From an optimization exercise on the open Yosys and OpenROAD flow, aimed at small area and a short achievable clock period; shortcuts taken in it are not production practice. Only simulation tests tie the RTL to the original design; equivalence was not proved. Power is estimated from default activity; no workload was simulated.

==> run a: inputs <==
// ALU
module ALU(
    input clk,
    input reset,
    input [31:0] A, 
    input [31:0] B, 
    input [3:0] ALU_control, 
    output reg [31:0] result,
    output reg Z, 
    output reg N, 
    output reg C,
    output reg V
    );
==> module ALU, before the edit <==
module ALU(
    input clk,
    input reset,
    input [31:0] A, 
    input [31:0] B, 
    input [3:0] ALU_control, 
    output reg [31:0] result,
    output reg Z, 
    output reg N, 
    output reg C,
    output reg V
    );
    wire Cout;
    wire Z_wire, C_wire, V_wire, N_wire;
    wire [31:0] sum, mux1;
    reg [31:0] result_wire;
    assign mux1 = ALU_control[0] ? ~B : B;
    assign {Cout, sum} = A + mux1 + ALU_control[0];
    always @(*) begin
        case(ALU_control)
            4'b0000:  result_wire = sum;                                 
            4'b0001:  result_wire = sum;                                 
            4'b0010:  result_wire = A | B;                               
            4'b0011:  result_wire = A & B;                               
            4'b0100:  result_wire = A ^ B;                               
            4'b0101:  result_wire = A << B[4:0];                         
            4'b0110:  result_wire = A >> B[4:0];                         
            4'b0111:  result_wire = {31'b0, $signed(A) < $signed(B)};    
            4'b1000:  result_wire = {31'b0, A < B};                      
            default:  result_wire = 32'b0;
        endcase
    end 
    assign Z_wire = (result_wire == 32'b0);
    assign N_wire = result_wire[31]; 
    assign C_wire = (ALU_control[3:1] == 3'b000) & Cout;
    assign V_wire = (ALU_control[3:1] == 3'b000) & (A[31] == mux1[31]) & (result_wire[31] != A[31]);
    always @(posedge clk or posedge reset) begin
        if(reset) begin
            result <= 32'b0;
            Z <= 0;
            N <= 0;
            V <= 0;
            C <= 0;
        end
        else begin
            result <= result_wire;
            Z <= Z_wire;
            N <= N_wire;
            V <= V_wire;
            C <= C_wire;
        end
    end
endmodule
make LEC_CHECK=0 CAP_MARGIN=20 CORE_MARGIN=2 CORE_UTILIZATION=40 SLEW_MARGIN=20 finish   # period 5.5 ns
run.sh (not shown) runs the stock make flow with config.mk's settings and CLKGATE_MAP_FILE= SYNTH_SCRIPT=/design/flow/synth_recipe.tcl, a recipe that flattens the netlist after the stock synthesis.
==> run b (differences from run a) <==
==> flow/design.v (replaced) <==
`timescale 1ns / 1ps
module ALU(
    input clk,
    input reset,
    input [31:0] A,
    input [31:0] B,
    input [3:0] ALU_control,
    output reg [31:0] result,
    output reg Z,
    output reg N,
    output reg C,
    output reg V
    );
    wire [3:0] op = ALU_control;
    wire op_add  = (op == 4'b0000);
    wire op_sub  = (op == 4'b0001);
    wire op_or   = (op == 4'b0010);
    wire op_and  = (op == 4'b0011);
    wire op_xor  = (op == 4'b0100);
    wire op_sll  = (op == 4'b0101);
    wire op_srl  = (op == 4'b0110);
    wire op_slt  = (op == 4'b0111);
    wire op_sltu = (op == 4'b1000);
    wire op_arith = (op[3:1] == 3'b000);
    wire inv = op[3] | (op[0] & ~(op[1] & ~op[2]));
    wire [31:0] bx = B ^ {32{inv}};
    wire [31:0] p = A ^ bx;
    wire [31:0] g = A & bx;
    wire [32:0] s = {1'b0, A} + {1'b0, bx} + {32'b0, inv};
    wire [31:0] sum = s[31:0];
    wire cout = s[32];
    wire ltu = ~cout;
    wire lts = (A[31] ^ B[31]) ? A[31] : ~cout;
    function [31:0] rev(input [31:0] x);
        integer k;
        for (k = 0; k < 32; k = k + 1) rev[k] = x[31 - k];
    endfunction
    wire [31:0] sh_in = op_sll ? rev(A) : A;
    wire [31:0] sh_out = sh_in >> B[4:0];
    wire [31:0] sh_rev = rev(sh_out);
    wire [31:0] r =
          ({32{op_add | op_sub}} & sum)
        | ({32{op_xor | op_or}} & p)
        | ({32{op_and | op_or}} & g)
        | ({32{op_srl}} & sh_out)
        | ({32{op_sll}} & sh_rev)
        | {31'b0, (op_slt & lts) | (op_sltu & ltu)};
    wire z_w = ~|r;
    wire c_w = op_arith & cout;
    wire v_w = op_arith & (A[31] == bx[31]) & (sum[31] != A[31]);
    always @(posedge clk or posedge reset) begin
        if (reset) begin
            result <= 32'b0;
            Z <= 1'b0;
            N <= 1'b0;
            C <= 1'b0;
            V <= 1'b0;
        end else begin
            result <= r;
            Z <= z_w;
            N <= r[31];
            C <= c_w;
            V <= v_w;
        end
    end
endmodule
==> run c (differences from run a) <==
==> flow/design.v (replaced) <==
`timescale 1ns / 1ps
module ALU(
    input clk,
    input reset,
    input [31:0] A,
    input [31:0] B,
    input [3:0] ALU_control,
    output reg [31:0] result,
    output reg Z,
    output reg N,
    output reg C,
    output reg V
    );
    wire [3:0] op = ALU_control;
    wire op_add  = (op == 4'b0000);
    wire op_sub  = (op == 4'b0001);
    wire op_or   = (op == 4'b0010);
    wire op_and  = (op == 4'b0011);
    wire op_xor  = (op == 4'b0100);
    wire op_sll  = (op == 4'b0101);
    wire op_srl  = (op == 4'b0110);
    wire op_slt  = (op == 4'b0111);
    wire op_sltu = (op == 4'b1000);
    wire op_arith = (op[3:1] == 3'b000);
    wire inv = op[3] | (op[0] & ~(op[1] & ~op[2]));
    wire [31:0] bx = B ^ {32{inv}};
    wire [31:0] p = A ^ bx;
    wire [31:0] g = A & bx;
    wire [32:0] s = {1'b0, A} + {1'b0, bx} + {32'b0, inv};
    wire [31:0] sum = s[31:0];
    wire cout = s[32];
    wire ltu = ~cout;
    wire lts = (A[31] ^ B[31]) ? A[31] : ~cout;
    function [31:0] rev(input [31:0] x);
        integer k;
        for (k = 0; k < 32; k = k + 1) rev[k] = x[31 - k];
    endfunction
    wire [31:0] sh_in = op_sll ? rev(A) : A;
    wire [31:0] sh_out = sh_in >> B[4:0];
    wire [31:0] sh_rev = rev(sh_out);
    wire [31:0] r =
          ({32{op_add | op_sub}} & sum)
        | ({32{op_xor | op_or}} & p)
        | ({32{op_and | op_or}} & g)
        | ({32{op_srl}} & sh_out)
        | ({32{op_sll}} & sh_rev)
        | {31'b0, (op_slt & lts) | (op_sltu & ltu)};
    wire z_w = ~|r;
    wire c_w = op_arith & cout;
    wire v_w = op_arith & (A[31] == bx[31]) & (sum[31] != A[31]);
    always @(posedge clk or posedge reset) begin
        if (reset) begin
            result <= 32'b0;
            Z <= 1'b0;
            N <= 1'b0;
            C <= 1'b0;
            V <= 1'b0;
        end else begin
            result <= r;
            Z <= z_w;
            N <= r[31];
            C <= c_w;
            V <= v_w;
        end
    end
endmodule
==> flow/flow/run.sh (new file) <==
#!/bin/bash
# The standard ORFS layout, with three changes: port buffers use the
# smallest buffer, and after global routing gates that are not timing
# critical are sized down (ORFS's power recovery).
set -euo pipefail
bash standard.sh \
  "BUFFER_PORTS_ARGS=-buffer_cell sky130_fd_sc_hd__buf_1" \
  RECOVER_POWER=100 \
  finish > flow_make.log 2>&1
==> flow/standard.sh (new file) <==
#!/bin/bash
# synth_recipe.tcl (not shown) runs the flow's synth.tcl, then flattens the netlist and writes it again
# the make line also repeats each setting of config.mk as NAME=value (left out here)
make -C /OpenROAD-flow-scripts/flow DESIGN_CONFIG=/design/flow/config.mk WORK_HOME=/design/flow/orfs CLKGATE_MAP_FILE= SYNTH_SCRIPT=/design/flow/synth_recipe.tcl "${@:-finish}"
GPL_TIMING_DRIVEN = 0   (was not set)
removed: flow/run.sh
==> qor.txt <==
DIE AREA = 17,310 um2
Most common cell after layout, fill and taps aside = buf_4
Multiplexer share of the synthesized area = 11.95%
Syn Area/Cell = 7.695 um2
Net Sw Frac = 43.18%
Seq pwr share = 17.1%
Area share of the largest cell type after synthesis = 13.45%
Power Dens Cells = 204.9 nW/um2
Combinational share of power = 66.9%
Data buffer area share = 21.94%
Cell family with most CP delay = simple AND/OR/NAND/NOR gates
Outcome = no timing/DRC/antenna violations
Synth cell types = 75
Critical Path AT = 5.42 ns
Buf+Inv Stages, Crit Path = 3
Fin cells = 1,228
Combinational Power = 0.00118 W
Rel. slew slack = 25.34%
Source of the figures above: run b

==> qor.txt <==
Seq pwr share = 15.8%
Fin cells = 1,729
Area share of the largest cell type after synthesis = 16.89%
Cell family with most CP delay = simple AND/OR/NAND/NOR gates
Max Root-Sink Buffers = 2
Most common cell after layout, fill and taps aside = buf_4
Rel. slew slack = 38.16%
CP Capture Type = register
Mapped Area = 9779 um2
Synth cell types = 83
Power Dens Cells = 152.2 nW/um2
DIE AREA = 25,720 um2
Outcome = no timing/DRC/antenna violations
Critical Path AT = 5.25 ns
Syn Area/Cell = 7.944 um2
Multiplexer share of the synthesized area = 19.37%
Source of the figures above: run a

==> qor.txt <==
Worst Path Max Fanout = 10
DIE AREA = 17,310 um2
Combinational share of power = 64.9%
Buf+Inv Stages, Crit Path = 6
Multiplexer share of the synthesized area = 11.95%
M1 WL = 12.64 mm
Critical Path AT = 5.54 ns
Syn Area/Cell = 7.695 um2
FF+latch area = 875.8 um2
Most common cell after layout, fill and taps aside = buf_1
Combinational Power = 0.00103 W
Net Sw Frac = 48.21%
Fin cells = 1,173
Outcome = no timing/DRC/antenna violations
Final net count = 1,067
Area share of the largest cell type after synthesis = 13.45%
Rel. slew slack = 20.82%
Ant diodes = 0
Power Dens Cells = 210.3 nW/um2
Cell family with most CP delay = compound AO/OA/AOI/OAI gates
Fill count = 1,691
Source of the figures above: run c

## afterwards: timing with drivers on the ports
No port has a modelled driver above. Below, the same layouts with a new extraction and two added sets of constraints.
Step 1: set_driving_cell puts a clkbuf_16 on clk and a buf_2 on each other input, an assumption about the parent block.
Step 2 moves the port delays by t, midway between the first and last clock arrival at a register: inputs arrive t later, outputs are due t later. That takes back most of the time a late clock gives input paths.
Three values: no drivers, after step 1, after step 2; two values: the first two.
run	t (ns)	setup WS [ns]	worst register clock-pin slew, ns	pins driven straight from the clock port
run a	0.301	0.423 / 0.430 / 0.129	0.05 / 0.05	1
run b	0.303	0.259 / 0.257 / -0.046	0.05 / 0.05	1
run c	0.299	0.136 / 0.147 / -0.152	0.05 / 0.05	1
Met with ideal ports but missed after step 2: setup timing in run b and run c. The setup slack of run b, which loses most, moves by -0.002 ns with the drivers and by -0.305 ns with both steps.
